From an optimization exercise on the open Yosys and OpenROAD flow, aimed at small area, a short achievable clock period and few clock cycles; shortcuts taken in it are not production practice.
Function was checked by simulation only, so behaviour that the tests miss may differ from the original.

--- constraint.sdc ---
create_clock -name core_clock -period 10.0 [get_ports {clk}]
set_input_delay 2.0000 -clock core_clock [delete_from_list [all_inputs] [get_ports {clk}]]
set_output_delay 2.0000 -clock core_clock [all_outputs]
set_load 0.01 [all_outputs]
--- design.v ---
module uriscv_muldiv (
    input           clk,
    input           rst_n,
    input           start_i,
    input   [2:0]   func3_i,
    input   [31:0]  operand_ra_i,
    input   [31:0]  operand_rb_i,
    input   [31:0]  operand_ra_raw_i,
    input   [7:0]   operand_rb_raw_i,    
    input           raw_ok_i,            
    output          done_o,
    output  [31:0]  result_o
);
localparam  S_IDLE = 3'd0;
localparam  S_MUL  = 3'd1;
localparam  S_NORM = 3'd2;
localparam  S_ITER = 3'd3;
localparam  S_FIN  = 3'd4;
logic   [2:0]   state_q;
logic   [4:0]   cnt_q;
logic   [33:0]  r_q;         
logic   [31:0]  d_q;         
logic   [31:0]  q_q;         
logic           neg_q;
logic   [5:0]   pph_q;       
logic   [37:0]  pphi_q;      
logic           sa_q;        
logic           sb_q;        
wire        is_div   = func3_i[2];
wire        div_sgn  = ~func3_i[0];            
wire        div_quot = ~func3_i[1];            
wire        a_sgn    = (func3_i[1:0] == 2'b01) | (func3_i[1:0] == 2'b10);
wire        b_sgn    = (func3_i[1:0] == 2'b01);
wire [31:0] a = operand_ra_i;
wire [31:0] b = operand_rb_i;
wire [31:0] ar = operand_ra_raw_i;
wire                mul_top_w = (cnt_q[2:0] == 3'd4);
wire                mul_idle_w = (state_q == S_IDLE);
wire signed [32:0]  mul_a_w   = {mul_idle_w ? (a_sgn & ar[31]) : sa_q, ar};
wire        [7:0]   mul_cb_w  = mul_idle_w ? operand_rb_raw_i : q_q[7:0];
wire signed [8:0]   mul_c_w   = {mul_top_w & sb_q, mul_cb_w};
wire signed [4:0]   mul_cl_w  = {1'b0, mul_c_w[3:0]};
wire signed [4:0]   mul_ch_w  = mul_c_w[8:4];
wire signed [37:0]  mul_pl_w  = mul_a_w * mul_cl_w;
wire signed [37:0]  mul_ph_w  = mul_a_w * mul_ch_w;
wire        [41:0]  mul_sum_w = {{8{r_q[33]}}, r_q} + {{4{pph_q[5]}}, pph_q, d_q} +
                                {pphi_q, 4'b0};
wire        b_zero_w = (b == 32'b0);
wire [31:0] a_abs_w  = (div_sgn & a[31]) ? -a : a;
wire [31:0] b_abs_w  = (div_sgn & b[31]) ? -b : b;
function automatic [5:0] clz32(input [31:0] x);
    reg        z16, z8, z4, z2, z1;
    reg [15:0] y16;
    reg [7:0]  y8;
    reg [3:0]  y4;
    reg [1:0]  y2;
    begin
        z16 = ~|x[31:16];
        y16 = z16 ? x[15:0] : x[31:16];
        z8  = ~|y16[15:8];
        y8  = z8 ? y16[7:0] : y16[15:8];
        z4  = ~|y8[7:4];
        y4  = z4 ? y8[3:0] : y8[7:4];
        z2  = ~|y4[3:2];
        y2  = z2 ? y4[1:0] : y4[3:2];
        z1  = ~y2[1];
        clz32 = (x == 32'b0) ? 6'd32 : {1'b0, z16, z8, z4, z2, z1};
    end
endfunction
wire [5:0]  clz_r_w  = clz32(r_q[31:0]);
wire [5:0]  clz_d_w  = clz32(d_q);
wire [5:0]  norm_w   = clz_d_w - clz_r_w;
wire        quick_w  = (clz_d_w < clz_r_w);
wire [32:0] diff_w   = {1'b0, r_q[31:0]} - {1'b0, d_q};
wire        ge_w     = ~diff_w[32];
always_ff @(posedge clk, negedge rst_n)
begin
    if (~rst_n)
    begin
        state_q <= S_IDLE;
        cnt_q   <= 5'd0;
    end
    else
    begin
        case (state_q)
        S_IDLE:
            if (start_i)
            begin
                if (!is_div)
                begin
                    cnt_q   <= raw_ok_i ? 5'd2 : 5'd1;
                    state_q <= S_MUL;
                end
                else if (!b_zero_w)
                    state_q <= S_NORM;
            end
        S_MUL:
        begin
            cnt_q <= cnt_q + 5'd1;
            if (cnt_q[2:0] == 3'd5)
            begin
                cnt_q   <= 5'd0;
                state_q <= S_IDLE;
            end
        end
        S_NORM:
        begin
            cnt_q   <= quick_w ? 5'd0 : norm_w[4:0];
            state_q <= quick_w ? S_FIN : S_ITER;
        end
        S_ITER:
        begin
            cnt_q <= cnt_q - 5'd1;
            if (cnt_q == 5'd0)
                state_q <= S_FIN;
        end
        default:
        begin
            cnt_q   <= 5'd0;
            state_q <= S_IDLE;
        end
        endcase
    end
end
always_ff @(posedge clk)
begin
    case (state_q)
    S_IDLE:
    begin
        if (!is_div)
        begin
            r_q          <= 34'b0;
            if (raw_ok_i)
            begin
                {pph_q, d_q} <= mul_pl_w;
                pphi_q       <= mul_ph_w;
                q_q          <= {8'b0, b[31:8]};
            end
            else
            begin
                {pph_q, d_q} <= 38'b0;
                pphi_q       <= 38'b0;
                q_q          <= b;
            end
            neg_q        <= 1'b0;
            sa_q         <= a_sgn & a[31];
            sb_q         <= b_sgn & b[31];
        end
        else
        begin
            r_q   <= {2'b0, a_abs_w};
            d_q   <= b_abs_w;
            q_q   <= 32'b0;
            neg_q <= div_quot ? (div_sgn & (a[31] ^ b[31])) : (div_sgn & a[31]);
        end
    end
    S_MUL:
    begin
        r_q          <= mul_sum_w[41:8];
        q_q          <= {mul_sum_w[7:0], q_q[31:8]};
        {pph_q, d_q} <= mul_pl_w;
        pphi_q       <= mul_ph_w;
    end
    S_NORM:
        d_q   <= d_q << norm_w[4:0];
    S_ITER:
    begin
        if (ge_w)
            r_q[31:0] <= diff_w[31:0];
        q_q   <= {q_q[30:0], ge_w};
        d_q   <= {1'b0, d_q[31:1]};
    end
    default: ;
    endcase
end
wire        sel_q_w  = is_div ? div_quot : (func3_i[1:0] == 2'b00);
wire [31:0] res_w    = sel_q_w ? q_q : r_q[31:0];
wire [31:0] fin_w    = neg_q ? -res_w : res_w;
wire        dz_done_w  = (state_q == S_IDLE) & start_i & is_div & b_zero_w;
wire        mul_last_w = (state_q == S_MUL) & (cnt_q[2:0] == 3'd5);
wire [31:0] mul_res_w  = (func3_i[1:0] == 2'b00) ? {mul_sum_w[7:0], q_q[31:8]} : mul_sum_w[39:8];
assign done_o   = (state_q == S_FIN) | dz_done_w | mul_last_w;
assign result_o = mul_last_w ? mul_res_w :
                  dz_done_w  ? (div_quot ? 32'hFFFFFFFF : a) : fin_w;
endmodule
module uriscv_core #(
    parameter   SUPPORT_BRAM_REGFILE = 1,
    parameter   RST_VECTOR           = 32'h00000000
) (
    input           clk,
    input           rst_n,
    input           intr_i,
    output          mem_i_rd_o,
    output  [31:0]  mem_i_pc_o,
    input   [31:0]  mem_i_inst_i,
    input           mem_i_accept_i,
    input           mem_i_valid_i,
    output          mem_d_rd_o,
    output  [3:0]   mem_d_wr_o,
    output  [31:0]  mem_d_addr_o,
    input   [31:0]  mem_d_data_rd_i,
    output  [31:0]  mem_d_data_wr_o,
    input           mem_d_accept_i,
    input           mem_d_ack_i
);
logic   [1:0]   live_q;          
logic   [1:0]   disc_q;          
logic   [1:0]   sk_cnt_q;
logic   [31:0]  sk0_q;
logic   [31:0]  sk1_q;
logic           e_valid_q;
logic           e_first_q;
logic   [31:0]  pc_q;
logic   [31:0]  ir_q;
logic   [31:0]  rs1_q;
logic   [31:0]  opb_q;           
logic   [31:0]  tgt_q;           
logic           fwd1_q;          
logic           fwd2_q;          
logic           fwdb_q;          
logic           c_alu_q;         
logic           c_lui_q;
logic           c_auipc_q;
logic           c_jal_q;
logic           c_pred_q;        
logic           c_jalr_q;
logic           c_branch_q;
logic           c_load_q;
logic           c_store_q;
logic           c_csr_q;
logic           c_ecall_q;
logic           c_ebreak_q;
logic           c_mret_q;
logic           c_md_q;
logic           c_illegal_q;
logic           c_wr_q;          
logic           c_alusel_q;      
logic           c_mhalf_q;       
logic           c_mword_q;       
logic           c_sub_q;         
logic           c_shl_q;         
logic           c_sra_q;         
logic           r_add_q, r_sh_q, r_slt_q, r_sltu_q, r_xor_q, r_or_q, r_and_q;
logic           ld_wait_q;       
logic   [4:0]   lp_rd_q;
logic           lp_wr_q;
logic   [2:0]   lp_f3_q;
logic           ld_done_w;
logic           ld_iss_w;
logic           lw_en_w;
logic   [31:0]  ld_res_r;
logic   [5:0]   dq_q;            
logic           e_done_w;
logic           redirect_w;
logic   [31:0]  target_w;
logic           wb_en_w;
logic   [31:0]  wb_val_w;
wire    [4:0]   e_rd_w = ir_q[11:7];
wire    [31:0]  pc4_w  = pc_q + 32'd4;
wire        sk_has_w  = (sk_cnt_q != 2'd0);
wire        arr_w     = mem_i_valid_i;
wire        arr_live_w= arr_w & (disc_q == 2'd0);
wire        arr_disc_w= arr_w & (disc_q != 2'd0);
wire [31:0] d_inst_w  = sk_has_w ? sk0_q : mem_i_inst_i;
wire        d_avail_w = sk_has_w | arr_live_w;
wire        e_free_w  = ~e_valid_q | e_done_w;
logic       d_blk_w;
wire        e_take_w  = e_free_w & d_avail_w & ~d_blk_w;      
wire        e_load_w  = e_take_w & ~redirect_w;
wire [4:0]  d_opc     = d_inst_w[6:2];
wire [2:0]  d_f3      = d_inst_w[14:12];
wire [6:0]  d_f7      = d_inst_w[31:25];
wire [4:0]  d_rd      = d_inst_w[11:7];
wire [4:0]  d_rs1     = d_inst_w[19:15];
wire [4:0]  d_rs2     = d_inst_w[24:20];
wire d_rvc     = (d_inst_w[1:0] != 2'b11);
wire d_load    = (d_opc == 5'b00000);
wire d_opimm   = (d_opc == 5'b00100);
wire d_auipc   = (d_opc == 5'b00101);
wire d_store   = (d_opc == 5'b01000);
wire d_op      = (d_opc == 5'b01100);
wire d_lui     = (d_opc == 5'b01101);
wire d_branch  = (d_opc == 5'b11000);
wire d_jalr    = (d_opc == 5'b11001);
wire d_jal     = (d_opc == 5'b11011);
wire d_system  = (d_opc == 5'b11100);
wire d_miscm   = (d_opc == 5'b00011);
wire d_alu_op  = d_op & ((d_f7 == 7'b0000000) | (d_f7 == 7'b0100000));
wire d_md      = d_op & (d_f7 == 7'b0000001);
wire d_ecall   = d_system & (d_inst_w[31:7] == 25'h000000);
wire d_ebreak  = d_system & (d_inst_w[31:7] == 25'h002000);
wire d_mret    = d_system & (d_inst_w[31:7] == 25'h604000);
wire d_csr     = d_system & (d_f3 != 3'b000) & (d_f3 != 3'b100);
wire d_nop     = d_miscm & (d_f3[2:1] == 2'b00);
wire d_known   = d_load | d_opimm | d_auipc | d_store | d_alu_op | d_lui |
                 d_branch | d_jalr | d_jal | d_ecall | d_ebreak | d_mret |
                 d_csr | d_nop | d_md;
wire d_illegal = ~d_known | d_rvc;
wire d_wr      = (d_md | d_opimm | d_alu_op | d_csr | d_auipc | d_lui |
                  d_jalr | d_jal | d_load) & (d_rd != 5'b0);
logic [3:0] d_aluop;
always_comb
begin
    case (d_f3)
    3'b000:  d_aluop = (d_op & d_inst_w[30]) ? 4'b0110 : 4'b0100;
    3'b001:  d_aluop = 4'b0001;
    3'b010:  d_aluop = 4'b1011;
    3'b011:  d_aluop = 4'b1010;
    3'b100:  d_aluop = 4'b1001;
    3'b101:  d_aluop = d_inst_w[30] ? 4'b0011 : 4'b0010;
    3'b110:  d_aluop = 4'b1000;
    default: d_aluop = 4'b0111;
    endcase
end
logic [31:0] d_imm;
always_comb
begin
    if (d_store)
        d_imm = {{20{d_inst_w[31]}}, d_inst_w[31:25], d_inst_w[11:7]};
    else if (d_lui | d_auipc)
        d_imm = {d_inst_w[31:12], 12'b0};
    else if (d_branch)
        d_imm = {{19{d_inst_w[31]}}, d_inst_w[31], d_inst_w[7], d_inst_w[30:25], d_inst_w[11:8], 1'b0};
    else if (d_jal)
        d_imm = {{11{d_inst_w[31]}}, d_inst_w[31], d_inst_w[19:12], d_inst_w[20], d_inst_w[30:21], 1'b0};
    else
        d_imm = {{20{d_inst_w[31]}}, d_inst_w[31:20]};
end
logic   [31:0]  rf_q [1:31];
logic           w_en_q;
logic   [4:0]   w_rd_q;
logic   [31:0]  w_val_q;
always_ff @(posedge clk, negedge rst_n)
    if (~rst_n)
        w_en_q <= 1'b0;
    else
        w_en_q <= wb_en_w | lw_en_w;
always_ff @(posedge clk)
    if (lw_en_w)
    begin
        w_rd_q  <= lp_rd_q;
        w_val_q <= ld_res_r;
    end
    else if (wb_en_w)
    begin
        w_rd_q  <= e_rd_w;
        w_val_q <= wb_val_w;
    end
always_ff @(posedge clk)
begin
    if (w_en_q)
        rf_q[w_rd_q] <= w_val_q;
end
wire [31:0] rf_rs1_w = (d_rs1 == 5'd0) ? 32'b0 : rf_q[d_rs1];
wire [31:0] rf_rs2_w = (d_rs2 == 5'd0) ? 32'b0 : rf_q[d_rs2];
wire [31:0] d_rs1_val = (w_en_q && (w_rd_q == d_rs1)) ? w_val_q : rf_rs1_w;
wire [31:0] d_rs2_val = (w_en_q && (w_rd_q == d_rs2)) ? w_val_q : rf_rs2_w;
wire        src_en_w  = wb_en_w | lw_en_w;
wire [4:0]  src_rd_w  = lw_en_w ? lp_rd_q : e_rd_w;
wire        d_fwd1    = src_en_w && (src_rd_w == d_rs1);
wire        d_fwd2    = src_en_w && (src_rd_w == d_rs2);
wire        d_lsmd_w = d_load | d_md;            
assign d_blk_w = (ld_wait_q & ~ld_done_w &
                  (d_lsmd_w | (lp_wr_q & ((lp_rd_q == d_rs1) | (lp_rd_q == d_rs2) | (lp_rd_q == d_rd))))) |
                 (ld_iss_w &
                  (d_lsmd_w | (c_wr_q & ((e_rd_w == d_rs1) | (e_rd_w == d_rs2) | (e_rd_w == d_rd)))));
wire        d_bimm    = ~d_op & ~d_branch;
logic           f_rd_q;
logic   [31:0]  f_pc_q;
logic   [1:0]   live_n;
logic   [1:0]   disc_n;
logic   [1:0]   sk_cnt_n;
assign mem_i_rd_o = f_rd_q;
assign mem_i_pc_o = f_pc_q;
wire        f_acc_w = f_rd_q & mem_i_accept_i;
wire        d_pred_w   = d_jal | (d_branch & d_inst_w[31]);
wire        d_redir_w  = e_load_w & d_pred_w;
wire [31:0] d_pc_w     = e_valid_q ? (c_pred_q ? tgt_q : pc4_w) : pc_q;
wire [31:0] d_tgt_w    = d_pc_w + d_imm;
wire        f_redir_w  = redirect_w | d_redir_w;
wire [31:0] f_target_w = redirect_w ? target_w : d_tgt_w;
always_comb
begin
    if (f_redir_w)
    begin
        disc_n = disc_q - {1'b0, arr_disc_w} + live_q - {1'b0, arr_live_w} + {1'b0, f_acc_w};
        live_n = 2'd0;
    end
    else
    begin
        disc_n = disc_q - {1'b0, arr_disc_w};
        live_n = live_q - {1'b0, arr_live_w} + {1'b0, f_acc_w};
    end
end
wire [2:0] f_base_w = {1'b0, live_q} + {1'b0, sk_cnt_q};
wire       f_le0_w  = (f_base_w == 3'd0);
wire       f_le1_w  = (f_base_w <= 3'd1);
wire       f_le2_w  = (f_base_w <= 3'd2);
wire       f_room_w = e_load_w ? (f_acc_w ? f_le1_w : f_le2_w)
                               : (f_acc_w ? f_le0_w : f_le1_w);
always_ff @(posedge clk, negedge rst_n)
begin
    if (~rst_n)
    begin
        f_rd_q  <= 1'b0;
        f_pc_q  <= RST_VECTOR;
        live_q  <= 2'd0;
        disc_q  <= 2'd0;
    end
    else
    begin
        f_rd_q <= f_redir_w | f_room_w;
        if (f_redir_w)
            f_pc_q <= f_target_w;
        else if (f_acc_w)
            f_pc_q <= f_pc_q + 32'd4;
        live_q <= live_n;
        disc_q <= disc_n;
    end
end
wire sk_pop_w  = e_load_w & sk_has_w;
wire sk_push_w = arr_live_w & ~f_redir_w & ~(e_load_w & ~sk_has_w);
always_ff @(posedge clk, negedge rst_n)
begin
    if (~rst_n)
        sk_cnt_q <= 2'd0;
    else
        sk_cnt_q <= sk_cnt_n;
end
assign sk_cnt_n = f_redir_w ? 2'd0 : (sk_cnt_q - {1'b0, sk_pop_w} + {1'b0, sk_push_w});
wire sk_popd_w  = e_take_w & sk_has_w;
wire sk_pushd_w = arr_live_w & ~(e_take_w & ~sk_has_w);
always_ff @(posedge clk)
begin
    if (sk_popd_w)
    begin
        sk0_q <= (sk_cnt_q == 2'd2) ? sk1_q : mem_i_inst_i;
        sk1_q <= mem_i_inst_i;
    end
    else if (sk_pushd_w)
    begin
        if (sk_cnt_q == 2'd0)
            sk0_q <= mem_i_inst_i;
        else
            sk1_q <= mem_i_inst_i;
    end
end
always_ff @(posedge clk, negedge rst_n)
begin
    if (~rst_n)
    begin
        e_valid_q <= 1'b0;
        e_first_q <= 1'b0;
    end
    else
    begin
        if (e_load_w)
            e_valid_q <= 1'b1;
        else if (e_done_w)
            e_valid_q <= 1'b0;
        e_first_q <= e_load_w;
    end
end
always_ff @(posedge clk)
begin
    if (e_free_w)
    begin
        ir_q        <= d_inst_w;
        c_pred_q    <= d_pred_w;
        c_alusel_q  <= ~(d_md | d_csr | d_jal | d_jalr | d_auipc | d_lui);
        c_mhalf_q   <= (d_load | d_store) & ((d_f3 == 3'b001) | (d_load & (d_f3 == 3'b101)));
        c_mword_q   <= (d_load | d_store) & (d_f3 == 3'b010);
        c_alu_q     <= d_opimm | d_alu_op;
        c_lui_q     <= d_lui;
        c_auipc_q   <= d_auipc;
        c_jal_q     <= d_jal;
        c_jalr_q    <= d_jalr;
        c_branch_q  <= d_branch;
        c_load_q    <= d_load;
        c_store_q   <= d_store;
        c_csr_q     <= d_csr;
        c_ecall_q   <= d_ecall;
        c_ebreak_q  <= d_ebreak;
        c_mret_q    <= d_mret;
        c_md_q      <= d_md;
        c_illegal_q <= d_illegal;
        c_wr_q      <= d_wr;
        c_sub_q     <= d_branch | ((d_opimm | d_alu_op) &
                       ((d_aluop == 4'b0110) | (d_aluop == 4'b1010) |
                        (d_aluop == 4'b1011)));
        c_shl_q     <= (d_opimm | d_alu_op) & (d_aluop == 4'b0001);
        c_sra_q     <= (d_opimm | d_alu_op) & (d_aluop == 4'b0011);
        r_add_q     <= ~(d_opimm | d_alu_op) | (d_aluop == 4'b0100) | (d_aluop == 4'b0110);
        r_sh_q      <= (d_opimm | d_alu_op) & ((d_aluop == 4'b0001) | (d_aluop == 4'b0010) |
                                              (d_aluop == 4'b0011));
        r_slt_q     <= (d_opimm | d_alu_op) & (d_aluop == 4'b1011);
        r_sltu_q    <= (d_opimm | d_alu_op) & (d_aluop == 4'b1010);
        r_xor_q     <= (d_opimm | d_alu_op) & (d_aluop == 4'b1001);
        r_or_q      <= (d_opimm | d_alu_op) & (d_aluop == 4'b1000);
        r_and_q     <= (d_opimm | d_alu_op) & (d_aluop == 4'b0111);
    end
end
wire unfwd_w = ~e_free_w;
always_ff @(posedge clk)
begin
    if (e_free_w)
    begin
        rs1_q  <= d_rs1_val;
        fwd1_q <= d_fwd1;
        opb_q  <= d_bimm ? d_imm : d_rs2_val;
        fwdb_q <= d_fwd2 & ~d_bimm;
        tgt_q  <= d_store ? d_rs2_val : d_tgt_w;
        fwd2_q <= d_fwd2;
    end
    else if (unfwd_w)
    begin
        if (fwd1_q)
            rs1_q <= w_val_q;
        if (fwdb_q)
            opb_q <= w_val_q;
        if (fwd2_q & c_store_q)
            tgt_q <= w_val_q;
        fwd1_q <= 1'b0;
        fwdb_q <= 1'b0;
        fwd2_q <= 1'b0;
    end
end
wire [2:0]  e_f3      = ir_q[14:12];
wire [31:0] op1_w     = fwd1_q ? w_val_q : rs1_q;
wire [31:0] alu_b_w   = fwdb_q ? w_val_q : opb_q;
wire [31:0] op2_w     = alu_b_w;                         
wire [31:0] st_data_w = fwd2_q ? w_val_q : tgt_q;        
wire        alu_sub_w = c_sub_q;
wire [32:0] alu_sum_w = {1'b0, op1_w} + {1'b0, alu_sub_w ? ~alu_b_w : alu_b_w} + {32'b0, alu_sub_w};
wire        ltu_w     = ~alu_sum_w[32];
wire        lts_w     = (op1_w[31] ^ alu_b_w[31]) ? op1_w[31] : alu_sum_w[31];
wire        eq_w      = (op1_w == op2_w);
wire        shl_w     = c_shl_q;
wire [31:0] sh_in_w;
wire [31:0] sh_out_w;
genvar gi;
generate
for (gi = 0; gi < 32; gi = gi + 1)
begin : g_rev
    assign sh_in_w[gi] = shl_w ? op1_w[31-gi] : op1_w[gi];
end
endgenerate
wire        sh_fill_w = c_sra_q & op1_w[31];
wire [63:0] sh_ext_w  = {{32{sh_fill_w}}, sh_in_w} >> alu_b_w[4:0];
wire [31:0] shr_w     = sh_ext_w[31:0];
generate
for (gi = 0; gi < 32; gi = gi + 1)
begin : g_rev2
    assign sh_out_w[gi] = shl_w ? shr_w[31-gi] : shr_w[gi];
end
endgenerate
wire [31:0] alu_res_r = ({32{r_add_q}}  & alu_sum_w[31:0])  |
                       ({32{r_sh_q}}   & sh_out_w)          |
                       ({32{r_sltu_q}} & {31'b0, ltu_w})    |
                       ({32{r_slt_q}}  & {31'b0, lts_w})    |
                       ({32{r_xor_q}}  & (op1_w ^ alu_b_w)) |
                       ({32{r_or_q}}   & (op1_w | alu_b_w)) |
                       ({32{r_and_q}}  & (op1_w & alu_b_w));
wire [31:0] pc_imm_w  = tgt_q;
logic br_take_r;
always_comb
begin
    case (e_f3)
    3'b000:  br_take_r = eq_w;
    3'b001:  br_take_r = ~eq_w;
    3'b100:  br_take_r = lts_w;
    3'b101:  br_take_r = ~lts_w;
    3'b110:  br_take_r = ltu_w;
    3'b111:  br_take_r = ~ltu_w;
    default: br_take_r = 1'b0;
    endcase
end
wire [31:0] addr_w    = alu_sum_w[31:0];
wire [1:0]  ls_lo_w   = op1_w[1:0] + alu_b_w[1:0];
wire        misalign_w= (c_mhalf_q & ls_lo_w[0]) | (c_mword_q & (ls_lo_w != 2'b00));
logic   [31:0]  csr_mepc_q;
logic   [4:0]   csr_mcause_q;    
logic   [31:0]  csr_sr_q;
logic   [31:0]  csr_mscratch_q;
logic   [31:0]  csr_mip_q;
logic   [31:0]  csr_mie_q;
logic   [31:0]  csr_mtvec_q;
logic   [31:0]  csr_mtval_q;
wire [11:0] csr_addr_w = ir_q[31:20];
wire        take_int_w = (|(csr_mip_q & csr_mie_q)) & csr_sr_q[3];
wire        exc_w      = e_valid_q & e_first_q & (take_int_w | c_illegal_q | misalign_w);
wire        trap_w     = exc_w | (e_valid_q & (c_ecall_q | c_ebreak_q));
logic [31:0] csr_rdata_r;
always_comb
begin
    case (csr_addr_w)
    12'h341:      csr_rdata_r = csr_mepc_q;
    12'h342:    csr_rdata_r = {csr_mcause_q[4], 27'b0, csr_mcause_q[3:0]};
    12'h300:   csr_rdata_r = csr_sr_q;
    12'h305:     csr_rdata_r = csr_mtvec_q;
    12'h343:     csr_rdata_r = csr_mtval_q;
    12'h340:  csr_rdata_r = csr_mscratch_q;
    12'h344:       csr_rdata_r = csr_mip_q & ((1 << 11)   |                       (1 << 7) |                       (1 << 3));
    12'h304:       csr_rdata_r = csr_mie_q & ((1 << 11)   |                       (1 << 7) |                       (1 << 3));
    12'h301:      csr_rdata_r = 32'h00001000 | 32'h40000000 | 32'h00000100;
    default:        csr_rdata_r = 32'b0;
    endcase
end
wire [31:0] csr_data_w = e_f3[2] ? {27'b0, ir_q[19:15]} : op1_w;
wire        csr_set_w  = (e_f3[1:0] == 2'b01) | (e_f3[1:0] == 2'b10);
wire        csr_clr_w  = (e_f3[1:0] == 2'b01) | (e_f3[1:0] == 2'b11);
wire        csr_we_w   = e_done_w & c_csr_q & ~trap_w;
function automatic [31:0] csr_upd(input [31:0] old, input [31:0] data, input set, input clr);
    begin
        if (set && clr)
            csr_upd = data;
        else if (set)
            csr_upd = old | data;
        else if (clr)
            csr_upd = old & ~data;
        else
            csr_upd = old;
    end
endfunction
wire [31:0] mip_in_w = intr_i ? (csr_mip_q | (32'b1 << 11)) : csr_mip_q;
always_ff @(posedge clk, negedge rst_n)
begin
    if (~rst_n)
    begin
        csr_mepc_q     <= 32'b0;
        csr_mcause_q   <= 5'b0;
        csr_sr_q       <= 32'b0;
        csr_mscratch_q <= 32'b0;
        csr_mip_q      <= 32'b0;
        csr_mie_q      <= 32'b0;
        csr_mtvec_q    <= 32'b0;
        csr_mtval_q    <= 32'b0;
    end
    else
    begin
        csr_mip_q <= mip_in_w;
        if (trap_w)
        begin
            csr_sr_q[7] <= csr_sr_q[3];
            csr_sr_q[12:11]  <= 3;
            csr_sr_q[3]  <= 1'b0;
            csr_mepc_q           <= pc_q;
            if (c_illegal_q)
            begin
                csr_mcause_q <= 5'd2;
                csr_mtval_q  <= ir_q;
            end
            else if (c_ebreak_q)
            begin
                csr_mcause_q <= 5'd3;
                csr_mtval_q  <= 32'b0;
            end
            else if (c_ecall_q)
            begin
                csr_mcause_q <= 5'd11;
                csr_mtval_q  <= 32'b0;
            end
            else if (misalign_w)
            begin
                csr_mcause_q <= c_store_q ? 5'd6 : 5'd4;
                csr_mtval_q  <= addr_w;
            end
            else
            begin
                csr_mcause_q <= 5'b10000;
                csr_mtval_q  <= 32'b0;
            end
        end
        else if (e_done_w & c_mret_q)
        begin
            csr_sr_q[3]  <= csr_sr_q[7];
            csr_sr_q[7] <= 1'b1;
            csr_sr_q[12:11]  <= 3;
        end
        else if (csr_we_w)
        begin
            case (csr_addr_w)
            12'h341:     csr_mepc_q     <= csr_upd(csr_mepc_q, csr_data_w, csr_set_w, csr_clr_w);
            12'h342:
            begin
                csr_mcause_q[4]   <= csr_upd({31'b0, csr_mcause_q[4]}, {31'b0, csr_data_w[31]}, csr_set_w, csr_clr_w);
                csr_mcause_q[3:0] <= csr_upd({28'b0, csr_mcause_q[3:0]}, {28'b0, csr_data_w[3:0]}, csr_set_w, csr_clr_w);
            end
            12'h300:  csr_sr_q       <= csr_upd(csr_sr_q, csr_data_w, csr_set_w, csr_clr_w);
            12'h340: csr_mscratch_q <= csr_upd(csr_mscratch_q, csr_data_w, csr_set_w, csr_clr_w);
            12'h344:      csr_mip_q      <= csr_upd(mip_in_w, csr_data_w, csr_set_w, csr_clr_w);
            12'h304:      csr_mie_q      <= csr_upd(csr_mie_q, csr_data_w, csr_set_w, csr_clr_w);
            12'h305:    csr_mtvec_q    <= csr_upd(csr_mtvec_q, csr_data_w, csr_set_w, csr_clr_w);
            12'h343:    csr_mtval_q    <= csr_upd(csr_mtval_q, csr_data_w, csr_set_w, csr_clr_w);
            default: ;
            endcase
        end
    end
end
wire        md_start_w = e_valid_q & e_first_q & c_md_q & ~trap_w;
wire        md_done_w;
wire [31:0] md_res_w;
uriscv_muldiv u_muldiv (
    .clk            (clk        ),
    .rst_n          (rst_n      ),
    .start_i        (md_start_w ),
    .func3_i        (e_f3       ),
    .operand_ra_i   (op1_w      ),
    .operand_rb_i   (op2_w      ),
    .operand_ra_raw_i (rs1_q    ),
    .operand_rb_raw_i (opb_q[7:0]),
    .raw_ok_i       (~fwd1_q & ~fwdb_q),
    .done_o         (md_done_w  ),
    .result_o       (md_res_w   )
);
logic           m_rd_q;
logic   [3:0]   m_wr_q;
logic   [31:0]  m_addr_q;
logic   [31:0]  m_data_q;
wire        m_act_w   = m_rd_q | (m_wr_q != 4'b0);
wire        m_free_w  = ~m_act_w | mem_d_accept_i;
wire        dq_ok_w   = (dq_q[5:1] != 5'b11111);
wire        ls_go_w   = e_valid_q & ~trap_w & dq_ok_w & m_free_w;
assign      ld_iss_w  = ls_go_w & c_load_q & ~ld_wait_q;
wire        st_iss_w  = ls_go_w & c_store_q;
logic [3:0] st_strb_r;
always_comb
begin
    case (e_f3[1:0])
    2'b00:   st_strb_r = 4'b0001 << addr_w[1:0];
    2'b01:   st_strb_r = addr_w[1] ? 4'b1100 : 4'b0011;
    2'b10:   st_strb_r = 4'b1111;
    default: st_strb_r = 4'b0000;
    endcase
end
always_ff @(posedge clk, negedge rst_n)
begin
    if (~rst_n)
    begin
        m_rd_q <= 1'b0;
        m_wr_q <= 4'b0;
    end
    else if (ld_iss_w | st_iss_w)
    begin
        m_rd_q <= ld_iss_w;
        m_wr_q <= st_iss_w ? st_strb_r : 4'b0000;
    end
    else if (mem_d_accept_i)
    begin
        m_rd_q <= 1'b0;
        m_wr_q <= 4'b0;
    end
end
always_ff @(posedge clk)
begin
    if (ld_iss_w | st_iss_w)
    begin
        m_addr_q <= {addr_w[31:2], 2'b00};
        m_data_q <= (e_f3[1:0] == 2'b00) ? {4{st_data_w[7:0]}} :
                    (e_f3[1:0] == 2'b01) ? {2{st_data_w[15:0]}} : st_data_w;
    end
end
assign mem_d_rd_o      = m_rd_q;
assign mem_d_wr_o      = m_wr_q;
assign mem_d_addr_o    = m_addr_q;
assign mem_d_data_wr_o = m_data_q;
wire        d_req_acc_w = m_act_w & mem_d_accept_i;
logic [5:0] ld_pos_q;
assign      ld_done_w   = ld_wait_q & ~m_rd_q & mem_d_ack_i & (ld_pos_q == 6'd0);
always_ff @(posedge clk)
    if (ld_iss_w)
        ld_pos_q <= dq_q + {5'b0, m_act_w & mem_d_accept_i} - {5'b0, mem_d_ack_i};
    else if (mem_d_ack_i && (ld_pos_q != 6'd0))
        ld_pos_q <= ld_pos_q - 6'd1;
assign      lw_en_w     = ld_done_w & lp_wr_q;
logic [1:0] ld_off_q;
always_ff @(posedge clk, negedge rst_n)
begin
    if (~rst_n)
    begin
        ld_wait_q <= 1'b0;
        dq_q      <= 6'd0;
    end
    else
    begin
        dq_q <= dq_q + {5'b0, d_req_acc_w} - {5'b0, mem_d_ack_i};
        if (ld_iss_w)
            ld_wait_q <= 1'b1;
        else if (ld_done_w)
            ld_wait_q <= 1'b0;
    end
end
always_ff @(posedge clk)
    if (ld_iss_w)
    begin
        ld_off_q <= addr_w[1:0];
        lp_rd_q  <= e_rd_w;
        lp_wr_q  <= c_wr_q;
        lp_f3_q  <= e_f3;
    end
logic [7:0]  lb;
logic [15:0] lh;
always_comb
begin
    case (ld_off_q)
    2'd0:    lb = mem_d_data_rd_i[7:0];
    2'd1:    lb = mem_d_data_rd_i[15:8];
    2'd2:    lb = mem_d_data_rd_i[23:16];
    default: lb = mem_d_data_rd_i[31:24];
    endcase
    lh = ld_off_q[1] ? mem_d_data_rd_i[31:16] : mem_d_data_rd_i[15:0];
    if (lp_f3_q[1:0] == 2'b00)
        ld_res_r = {{24{lb[7] & ~lp_f3_q[2]}}, lb};
    else if (lp_f3_q[1:0] == 2'b01)
        ld_res_r = {{16{lh[15] & ~lp_f3_q[2]}}, lh};
    else
        ld_res_r = mem_d_data_rd_i;
end
always_comb
begin
    if (~e_valid_q)
        e_done_w = 1'b0;
    else if (trap_w)
        e_done_w = 1'b1;
    else if (c_load_q)
        e_done_w = ld_iss_w;
    else if (c_store_q)
        e_done_w = m_free_w & dq_ok_w;
    else if (c_md_q)
        e_done_w = md_done_w;
    else
        e_done_w = ~(c_wr_q & ld_done_w);   
end
wire   br_miss_w  = c_branch_q & (br_take_r ^ c_pred_q);
assign redirect_w = e_done_w & (trap_w | c_mret_q | c_jalr_q | br_miss_w);
always_comb
begin
    if (trap_w)
        target_w = csr_mtvec_q;
    else if (c_mret_q)
        target_w = csr_mepc_q;
    else if (c_jalr_q)
        target_w = {addr_w[31:1], 1'b0};
    else if (c_pred_q)
        target_w = pc4_w;            
    else
        target_w = pc_imm_w;
end
assign wb_en_w = e_done_w & c_wr_q & ~trap_w & ~c_load_q;
assign wb_val_w = ({32{c_md_q}}              & md_res_w)    |
                  ({32{c_csr_q}}             & csr_rdata_r) |
                  ({32{c_jal_q | c_jalr_q}}  & pc4_w)       |
                  ({32{c_auipc_q}}           & pc_imm_w)    |
                  ({32{c_lui_q}}             & opb_q)       |
                  ({32{c_alusel_q}}          & alu_res_r);
always_ff @(posedge clk, negedge rst_n)
begin
    if (~rst_n)
        pc_q <= RST_VECTOR;
    else if (e_done_w)
        pc_q <= redirect_w ? target_w : (c_pred_q ? tgt_q : pc4_w);
end
endmodule
--- run.sh ---
#!/bin/bash
# synth_recipe.tcl (not shown) runs the flow's synth.tcl, then flattens the netlist and writes it again
# the make line also repeats each setting of config.mk as NAME=value (left out here)
make -C /OpenROAD-flow-scripts/flow DESIGN_CONFIG=/design/flow/config.mk WORK_HOME=/design/flow/orfs CLKGATE_MAP_FILE= SYNTH_SCRIPT=/design/flow/synth_recipe.tcl finish
--- config.mk ---
export PLATFORM = sky130hd
export DESIGN_NAME = uriscv_core
export DESIGN_NICKNAME = uriscv_core
export VERILOG_FILES = /design/flow/design.v
export SDC_FILE = /design/flow/constraint.sdc
export NUM_CORES = 4
export LEC_CHECK = 0
export CAP_MARGIN = 30
export CORE_MARGIN = 2
export CORE_UTILIZATION = 30
export SETUP_SLACK_MARGIN = 5
export SLEW_MARGIN = 20
==> flow_metrics.tcl, run 1 <==
set metrics [dict create \
    outcome "no timing/DRC/antenna violations" \
    die_w_um 634 \
    io_pins 173 \
    synth_area_sq_um 119000 \
    clock_sinks 1799 \
    synth_edf_count 1409 \
    layout_setup_ws_ps 3810 \
    hold_path.class "flip-flop to flip-flop" \
    synth.ff_latch_count 1799 \
    clock_path_buffers 4 \
    initial_utilization_pct 30.1 \
    reg2reg_from "u_muldiv.d_q[5]" \
    finalCritPeriodShare_pct 61.9 \
    path_clk_slew_ps 70 \
    drt-total-wl_um 578000 \
    clockRootBuffer "clkbuf_16" \
    worst_setup_path_start_kind "flip-flop" \
    final_common_cell "edfxtp_1" \
    place_congestion 1.10 \
    worstPathArrival_ps 6830 \
    final_nets 12714 \
    tns_ps 0 \
    min_path_cells 2 \
    skew_ps 129 \
    syn_area_per_cell_sq_um 10.4 \
    hpwl_um 384000 \
    antenna_found_initial 40 \
    holdWs_ps 508 \
    r2r_slack_ps 3810 \
    die_area_sq_um 401000 \
    fin_crit_ps 6190 \
    cts_tree "built" \
    stdcell_count 17491 \
    rr_endpoint "w_val_q[31]" \
    crit_start "u_muldiv.d_q[5]" \
    grt_pass1_wl_um 780000 \
    route.detailed.drc 0 \
    grt_max_degree 163 \
    placed_cells 16397 \
    critPathMaxStageDelay_ps 590 \
    finalHoldViolCount 0 \
    cts-buffers-inserted 206 \
    area_growth_pct 25.4 \
    synth_cells 11401 \
    core_area_sq_um 395000 \
    drtIter0Drc 17386 \
    cp-endpoint "w_val_q[31]" \
    tightest_slew_ps 1260 \
    setup_viol 0 \
    rsz0062_at_grt "yes" \
    row_count 231 \
    synth_cell_type_count 99 \
    ctsHoldBuffers 0 \
    timing.setup.critical_path_class "flip-flop to flip-flop" \
    slew_viol_final 0 \
    cp_slowest_cell "o311ai_4" \
    nFillCells 38117 \
    htreeDepth 4 \
    vias_per_cell 6.14 \
    drive_gt1_share_pct 24.9 \
    track_usage_pct 27.3 \
    worstPathMaxFanout 7 \
    drt_pre_antenna_iters 8 \
    path_cells "inv_1 > ha_4 > nor2_1 > o211ai_1 > a31oi_2 > o22ai_4 > nor4_4 > o21ai_2 > o211ai_1 > nand2_1 > xnor2_1 > ha_1 > and4_1 > and4_1 > nor3b_2 > a211o_1 > a31o_4 > a2111oi_4 > nor3_4 > xor2_4 > o311ai_4 > a31oi_1" \
    slew_headroom_pct 15.2 \
    dp_slack_ps 2460 \
    port_buffers 170 \
    fmax_mhz 162 \
    vias 107476 \
    clock_latency_ps 960 \
    ys_seq_area_share_pct 43.5 \
    cp_top_family "compound AO/OA/AOI/OAI gates" \
    path_depth 22 \
    synth_warnings 2 \
    r2r_cells 22 \
    maxCapViolCount 0 \
    mostFrequentLayoutCells "edfxtp_1 (1,409), nand2_1 (1,212), a21oi_1 (759)" \
    die_height_um 634 \
    worstPathRequired_ps 10640 \
    post-route-util_pct 37.7 \
    grt_pass1_vias 98996 \
    route.antenna.remaining_nets 0 \
    routedWlPerCell_um 33.0 \
    worst-path-buf-inv 1 \
    critPathCaptureType "flip-flop" \
    synthArstFlopShare_pct 18.0 \
    grt_overflow_total 0 \
    ys.flop_type "edfxtp_1" \
]
Yosys cell counts (all sizes together), types with 78 or more instances:
| cell | count | area [sq um] |
|---|---|---|
| o21ai | 755 | 3780 |
| and3 | 102 | 643 |
| a31oi | 156 | 976 |
| mux2 | 141 | 1700 |
| nand2 | 1254 | 4710 |
| nor2b | 201 | 1260 |
| mux2i | 443 | 4460 |
| a221oi | 105 | 920 |
| inv | 560 | 2100 |
| nor3 | 148 | 751 |
| nand3 | 239 | 1200 |
| fa | 177 | 3540 |
| a21oi | 893 | 4470 |
| buf | 146 | 621 |
| o22ai | 98 | 613 |
| a21o | 128 | 961 |
| nor4 | 78 | 515 |
| a211oi | 178 | 1340 |
| edfxtp | 1409 | 42300 |
| a311oi | 111 | 972 |
| mux4 | 436 | 9820 |
| xnor2 | 341 | 2990 |
| dfrtp | 323 | 8080 |
| nor2 | 837 | 3140 |
| ha | 414 | 5180 |
| clkbuf | 646 | 2430 |
| xor2 | 123 | 1080 |
what timing repair did:
action / in CTS / in global routing
cloned: 31 / 18
pin swaps: 278 / 348
setup endpoints to repair: 844 / 443
hold endpoints to repair: 0 / 0
buffers inserted: 300 / 331
gates resized for setup: 910 / 647
metrics by stage:
stage / instance area (sq um)
after floorplan: 120000
after global placement: 128000
after detailed placement: 129000
after CTS: 143000
after global routing: 149000
final: 149000
logic make-up after synthesis:
logic type / Yosys count / share of synthesized area [%]
muxes: 1020 / 13.4
adders and majority gates: 591 / 7.34
and+or+nand+nor: 3169 / 12.0
xor gates and xnor gates: 465 / 3.44
AOI/OAI and AO/OA: 2996 / 15.9
other: 1 / 0.00315
DFF: 1799 / 43.5
buffers and inverters: 1360 / 4.36
worst register-to-register path: cells and delay by family (launching register included):
family / cells / cell delay [ps]
and+or+nand+nor: 7 / 1250
DFF: 1 / 540
buffers and inverters: 1 / 150
AOI/OAI and AO/OA: 10 / 2850
xor gates and xnor gates: 2 / 490
adders and majority gates: 2 / 700
area by class of cell:
class | instances | area [sq um] | share of cell area, %
Clock buffer | 255 | 5580 | 3.74
Timing Repair Buffer | 1223 | 12200 | 8.21
Sequential cell | 1799 | 51800 | 34.7
Tap cell | 5242 | 6560 | 4.40
Multi-Input combinational cell | 8249 | 69100 | 46.4
Timing Repair inverter | 5 | 57.6 | 0.0386
Antenna cell | 27 | 67.6 | 0.0453
Inverter | 568 | 2370 | 1.59
Clock inverter | 123 | 1340 | 0.897
routing by layer:
| metal | GRT usage (%) | part of all wire (%) | vias up |
|---|---|---|---|
| li1 | - | - | 43898 |
| met1 | 34.8 | 36 | 53463 |
| met2 | 39.5 | 41 | 8146 |
| met3 | 8.38 | 14 | 1939 |
| met4 | 19.0 | 9.0 | 30 |
| met5 | 0 | 0.060 | - |
worst min path at each step:
stage,slack [ps],start,to
floorplan,420,ir_q[7],lp_rd_q[0]
global placement,480,csr_sr_q[11],csr_sr_q[11]
CTS,510,csr_sr_q[11],csr_sr_q[11]
global route,530,flip-flop,flip-flop
detailed placement,490,csr_sr_q[11],csr_sr_q[11]
finish,510,csr_mip_q[1],csr_mip_q[1]
Testbench counts, summed over its fixed seeds: cycles 89,848.
==> run 2, diff against run 1 <==
--- a/config.mk
+++ b/config.mk
@@ -8,5 +8,6 @@
 export CAP_MARGIN = 30
 export CORE_MARGIN = 2
 export CORE_UTILIZATION = 30
-export SETUP_SLACK_MARGIN = 5
+export CTS_BUF_LIST = sky130_fd_sc_hd__clkbuf_4 sky130_fd_sc_hd__clkbuf_8
+export SETUP_SLACK_MARGIN = 4.5
 export SLEW_MARGIN = 20
==> flow_metrics.tcl, run 2 <==
set metrics [dict create \
    outcome "no timing/DRC/antenna violations" \
    clock_sinks 1799 \
    synth_warnings 2 \
    routedWlPerCell_um 32.3 \
    grt_pass1_wl_um 766000 \
    timing.setup.critical_path_class "flip-flop to flip-flop" \
    vias_per_cell 6.06 \
    critPathMaxStageDelay_ps 530 \
    worstPathRequired_ps 10830 \
    path_cells "buf_4 > ha_2 > o21ai_0 > a31oi_2 > o22ai_4 > nor4_4 > o21ai_2 > o211ai_1 > a41oi_2 > xnor2_1 > ha_2 > o21ai_1 > nand2b_1 > a21oi_1 > a21oi_1 > a211o_1 > buf_6 > a211o_4 > a21o_1 > a21oi_2 > xor2_2 > buf_6 > nor3_4 > o31a_1" \
    area_growth_pct 19.6 \
    path_clk_slew_ps 70 \
    final_nets 12511 \
    vias 105097 \
    synth_cells 11401 \
    track_usage_pct 26.8 \
    clockRootBuffer "clkbuf_8" \
    synth_edf_count 1409 \
    yosysMostFrequentCell "edfxtp_1" \
    clock_path_buffers 4 \
    synth_common_cells "edfxtp_1 (1,409), nand2_1 (1,254), a21oi_1 (893)" \
    cts_tree "built" \
    worstPathMaxFanout 6 \
    post-route-util_pct 36.0 \
    synth_area_sq_um 119000 \
    setup_viol 0 \
    hold_path.class "flip-flop to flip-flop" \
    rsz0062_at_grt "yes" \
    die_w_um 634 \
    final_common_cell "edfxtp_1" \
    die_area_sq_um 401000 \
    port_buffers 170 \
    worst_setup_path_start_kind "flip-flop" \
    initial_utilization_pct 30.1 \
    antenna_found_initial 47 \
    tightest_slew_ps 1160 \
    ys_top_cells_by_area "edfxtp_1 (36%), mux4_2 (8.3%), dfrtp_1 (6.8%)" \
    ys_seq_area_share_pct 43.5 \
    drt-total-wl_um 561000 \
    syn_area_per_cell_sq_um 10.4 \
    drtIter0Drc 16425 \
    maxCapViolCount 0 \
    clock_latency_ps 1100 \
    grt_pass1_vias 97744 \
    drt_pre_antenna_iters 10 \
    ctsHoldBuffers 0 \
    cts-buffers-inserted 321 \
    finalCritPeriodShare_pct 59.6 \
    synthArstFlopShare_pct 18.0 \
    die_height_um 634 \
    mostFrequentLayoutCells "edfxtp_1 (1,409), nand2_1 (1,225), a21oi_1 (802)" \
    slew_viol_final 0 \
    worstPathArrival_ps 6790 \
    critPathCaptureType "flip-flop" \
    io_pins 173 \
    grt_max_degree 184 \
    r2r_slack_ps 4040 \
    drive_gt1_share_pct 21.6 \
    synth_cell_type_count 99 \
    place_congestion 1.10 \
    cp_slowest_cell "edfxtp_1" \
    finalHoldViolCount 0 \
    route.antenna.remaining_nets 0 \
    route.detailed.drc 0 \
    skew_ps 130 \
    tns_ps 0 \
    fmax_mhz 168 \
    ys.flop_type "edfxtp_1" \
    row_count 231 \
    htreeDepth 5 \
    grt_overflow_total 0 \
    core_area_sq_um 395000 \
    fin_crit_ps 5960 \
    synth.ff_latch_count 1799 \
    yosysTopAreaCell "edfxtp_1" \
    netlist.area_leader.share_pct 35.6 \
    hpwl_um 381000 \
    slew_headroom_pct 22.3 \
]
run 2: layer usage:
metal  share of wire, %  up-vias  track usage, %  wire (um)
met5              0.045        -          0.0966        253
met4                8.7       26            19.3      48900
met3                 13     1715            7.95      71700
met2                 41     7540            38.5     232000
met1                 37    52356            34.1     208000
li1                   -    43460               -          -
run 2: repair_timing:
| action | 4_1_cts | 5_1_grt |
|---|---|---|
| gates resized for setup | 472 | 439 |
| endpoints found under the setup margin | 741 | 488 |
| buffers inserted | 198 | 131 |
| gates cloned | 17 | 7 |
| pin swaps | 173 | 228 |
run 2: layout make-up:
| class | instances | area [sq um] |
|---|---|---|
| Inverter | 568 | 2290 |
| Sequential cell | 1799 | 51800 |
| Fill cell | 39099 | 253000 |
| Multi-Input combinational cell | 8245 | 66600 |
| Clock inverter | 117 | 858 |
| Timing Repair Buffer | 910 | 8560 |
| Tap cell | 5242 | 6560 |
| Clock buffer | 448 | 5510 |
| Timing Repair inverter | 4 | 47.5 |
| Antenna cell | 22 | 55.1 |
run 2: final timing paths:
check	start	to	cells after the start
hold reg to reg	dq_q[0]	dq_q[0]	1
setup / recovery	u_muldiv.d_q[4]	w_val_q[27]	24
min in group asynchronous	rst_n	async pin	1
setup reg to reg	u_muldiv.d_q[4]	w_val_q[27]	24
hold / removal	dq_q[0]	dq_q[0]	1
max in group asynchronous	rst_n	pc_q[12]	2
run 2: through the flow:
| stage | setup WS [ps] | instances | cell area (sq um) | hold WS (ps) |
|---|---|---|---|---|
| 6_report | 4040 | 17355 | 142000 | 504 |
| 5_1_grt | 3880 | 17336 | 142000 | 521 |
| 4_1_cts | 4110 | 17182 | 139000 | 507 |
| 3_5_place_dp | 2530 | 16402 | 128000 | 493 |
| 3_3_place_gp | 2470 | 16379 | 128000 | 489 |
| 2_1_floorplan | 4460 | 11402 | 119000 | 424 |
run 2: worst max-delay path, delay by kind of cell, from the launching register on:
| kind | cells | cell delay, ps |
|---|---|---|
| DFF | 1 | 530 |
| adders and majority gates | 2 | 620 |
| buffers and inverters | 3 | 600 |
| AOI/OAI and AO/OA | 14 | 3070 |
| and+or+nand+nor | 3 | 500 |
| xor gates and xnor gates | 2 | 420 |
run 2: cell families (layout without fill, tap and decap cells):
| logic type | count (synthesis) | in the layout | share of synthesized area (%) |
|---|---|---|---|
| buffers and inverters | 1360 | 2047 | 4.36 |
| and+or+nand+nor | 3169 | 3171 | 12.0 |
| DFF | 1799 | 1799 | 43.5 |
| xor gates and xnor gates | 465 | 465 | 3.44 |
| muxes | 1020 | 1020 | 13.4 |
| adders and majority gates | 591 | 591 | 7.34 |
| AOI/OAI and AO/OA | 2996 | 2996 | 15.9 |
| other | 1 | 24 | 0.00315 |
==> run 3, diff against run 2 <==
--- a/config.mk
+++ b/config.mk
@@ -5,7 +5,7 @@
 export SDC_FILE = /design/flow/constraint.sdc
 export NUM_CORES = 4
 export LEC_CHECK = 0
-export CAP_MARGIN = 30
+export CAP_MARGIN = 40
 export CORE_MARGIN = 2
 export CORE_UTILIZATION = 30
 export CTS_BUF_LIST = sky130_fd_sc_hd__clkbuf_4 sky130_fd_sc_hd__clkbuf_8
==> flow_metrics.tcl, run 3 <==
set metrics [dict create \
    nFillCells 38946 \
    synth_warnings 2 \
    finalHoldViolCount 0 \
    regArea_sq_um 51800 \
    maxCapViolCount 0 \
    ys_top_cells_by_area "edfxtp_1 (36%), mux4_2 (8.3%), dfrtp_1 (6.8%)" \
    netlist.area_leader.share_pct 35.6 \
    multi_input_area_sq_um 66600 \
    cts_tree "built" \
    synth_common_cells "edfxtp_1 (1,409), nand2_1 (1,254), a21oi_1 (893)" \
    vias_per_cell 6.09 \
    crit_start "u_muldiv.d_q[5]" \
    synth_cells 11401 \
    syn_area_per_cell_sq_um 10.4 \
    clock_latency_ps 1120 \
    track_usage_pct 26.9 \
    place_congestion 1.10 \
    htreeDepth 5 \
    grt_pass1_vias 98523 \
    worst-path-buf-inv 5 \
    core_area_sq_um 395000 \
    ys_seq_area_share_pct 43.5 \
    yosysTopAreaCell "edfxtp_1" \
    r2r_cells 28 \
    grt_max_degree 157 \
    critPathCaptureType "flip-flop" \
    die_w_um 634 \
    tightest_slew_ps 1080 \
    stdcell_count 17377 \
    reg2reg_from "u_muldiv.d_q[5]" \
    cp_slowest_cell "edfxtp_1" \
    critPathMaxStageDelay_ps 560 \
    path_clk_slew_ps 60 \
    slew_headroom_pct 27.1 \
    grt_pass1_wl_um 770000 \
    design_area_sq_um 143000 \
    synth_area_sq_um 119000 \
    drt-total-wl_um 563000 \
    antenna_found_initial 35 \
    die_height_um 634 \
    die_area_sq_um 401000 \
    finalCritPeriodShare_pct 60.4 \
    ctsHoldBuffers 0 \
    cp-endpoint "w_val_q[23]" \
    placed_cells 16446 \
    grt_overflow_total 0 \
    r2r_slack_ps 3960 \
    worstPathMaxFanout 5 \
    fin_crit_ps 6040 \
    fmax_mhz 166 \
    worstPathArrival_ps 6820 \
    worst_setup_path_start_kind "flip-flop" \
    area_growth_pct 20.0 \
    row_count 231 \
    clock_sinks 1799 \
    port_buffers 170 \
    synthArstFlopShare_pct 18.0 \
    rsz0062_at_grt "yes" \
    mostFrequentLayoutCells "edfxtp_1 (1,409), nand2_1 (1,226), a21oi_1 (806)" \
    clock_path_buffers 4 \
    clockRootBuffer "clkbuf_8" \
    initial_utilization_pct 30.1 \
    cts-buffers-inserted 321 \
    route.detailed.drc 0 \
    synth.ff_latch_count 1799 \
    rr_endpoint "w_val_q[23]" \
    final_common_cell "edfxtp_1" \
    synth_edf_count 1409 \
    hold_path.class "flip-flop to flip-flop" \
    place_area_sq_um 129000 \
    path_depth 28 \
    drt_pre_antenna_iters 13 \
    setup_viol 0 \
    outcome "no timing/DRC/antenna violations" \
    skew_ps 119 \
    route.antenna.remaining_nets 0 \
    yosysMostFrequentCell "edfxtp_1" \
    synth_cell_type_count 99 \
    tns_ps 0 \
    cp_common_cell "nor2_1" \
    drtIter0Drc 16706 \
    final_nets 12532 \
    slew_viol_final 0 \
    ys.flop_type "edfxtp_1" \
    cp_top_family "compound AO/OA/AOI/OAI gates" \
    post-route-util_pct 36.1 \
    vias 105839 \
    routedWlPerCell_um 32.4 \
    drive_gt1_share_pct 21.5 \
    hpwl_um 382000 \
    worstPathRequired_ps 10770 \
    timing.setup.critical_path_class "flip-flop to flip-flop" \
    io_pins 173 \
]
==> run 3: cell count changes in the layout (fill, tap and decap cells not counted), sizes merged <==
cell / before / now
clkinvlp: 22 / 18
clkdlybuf4s15: 0 / 2
bufinv: 11 / 17
nand2: 1254 / 1255
diode: 22 / 27
bufbuf: 10 / 12
clkinv: 97 / 100
buf: 721 / 736
inv: 559 / 564
dlygate4sd2: 1 / 2
clkbuf: 460 / 446
==> run 3: timing repair <==
| action | CTS | global route |
|---|---|---|
| setup endpoints to repair | 738 | 434 |
| buffers inserted | 186 | 116 |
| gates resized for setup | 477 | 399 |
| pin swaps | 186 | 218 |
| cloned | 19 | 6 |
==> run 3: layer usage <==
metal	track usage, %	wire [um]
met2	38.6	233000
met1	34.2	210000
met4	19.2	48800
met5	0.0121	479
met3	8.09	70400
==> run 3: through the flow <==
step	setup slack (ps)	hold WS, ps
finish	3960	504
global route	3910	521
CTS	4150	506
detailed placement	2550	487
global placement	2470	489
floorplan	4460	424
==> run 3: worst min-delay path by stage <==
stage,start,endpoint,slack (ps),cells past startpoint
after global routing,flip-flop,flip-flop,520,1
after detailed placement,csr_sr_q[11],csr_sr_q[11],490,1
final,flip-flop,flip-flop,500,2
after CTS,csr_mip_q[1],csr_mip_q[1],510,2
after floorplan,ir_q[7],lp_rd_q[0],420,0
after global placement,flip-flop,flip-flop,490,2
==> run 3: cell type report <==
type                       instances  area share [%]
sequential                      1799            36.3
antenna                           27          0.0473
inverter                         568            1.60
timing repair inverter             4          0.0394
tap                             5242            4.60
multi-input combinational       8246            46.7
clock inverter                   127           0.732
timing repair buffer             930            6.24
clock buffer                     434            3.81
==> run 3: cells by family (layout without fill, tap and decap cells) <==
kind of cell / count (synthesis) / count (layout) / share of synthesized area [%]
AO/OA/AOI/OAI: 2996 / 2996 / 15.9
AND/OR/NAND/NOR: 3169 / 3172 / 12.0
adder cells (fa/ha/maj): 591 / 591 / 7.34
buffers and inverters: 1360 / 2063 / 4.36
XOR/XNOR: 465 / 465 / 3.44
multiplexers: 1020 / 1020 / 13.4
flip-flops: 1799 / 1799 / 43.5
other: 1 / 29 / 0.00315
==> run 3: worst reg2reg max path, delay by kind of cell, from the launching register on <==
kind,cells,cell delay (ps)
flip-flops,1,560
adder cells (fa/ha/maj),2,540
XOR/XNOR,2,330
AO/OA/AOI/OAI,12,2510
buffers and inverters,5,740
AND/OR/NAND/NOR,7,1110

## port drivers added, routing unchanged
No port has a modelled driver above. Below, the same layouts with a new extraction and two added sets of constraints. Step 1, drivers: a clkbuf_16 drives clk and a buf_2 each remaining input, both assumed. Step 2 moves the port delays by t, midway between the first and last clock arrival at a register: inputs arrive t later, outputs are due t later. That takes back most of the time a late clock gives input paths. Three values: ideal ports, drivers, drivers and shift; two values: the first two.
run | t (ns) | setup WS [ns] | worst hold slack (ns) | worst setup path at the end | slew at the worst register clock pin (ns)
run 1 | 1.022 | 3.809 / 3.809 / 3.809 | 0.508 / 0.508 / 0.508 | register to register | 0.07 / 0.07
run 2 | 1.147 | 4.040 / 4.040 / 3.400 | 0.504 / 0.504 / 0.504 | input to register | 0.08 / 0.08
run 3 | 1.160 | 3.958 / 3.958 / 3.380 | 0.504 / 0.504 / 0.504 | input to register | 0.08 / 0.08
After both steps every run listed still meets setup and hold. For run 2, which loses most, drivers alone change the setup slack by 0.000 ns; drivers and shift together by -0.640 ns.
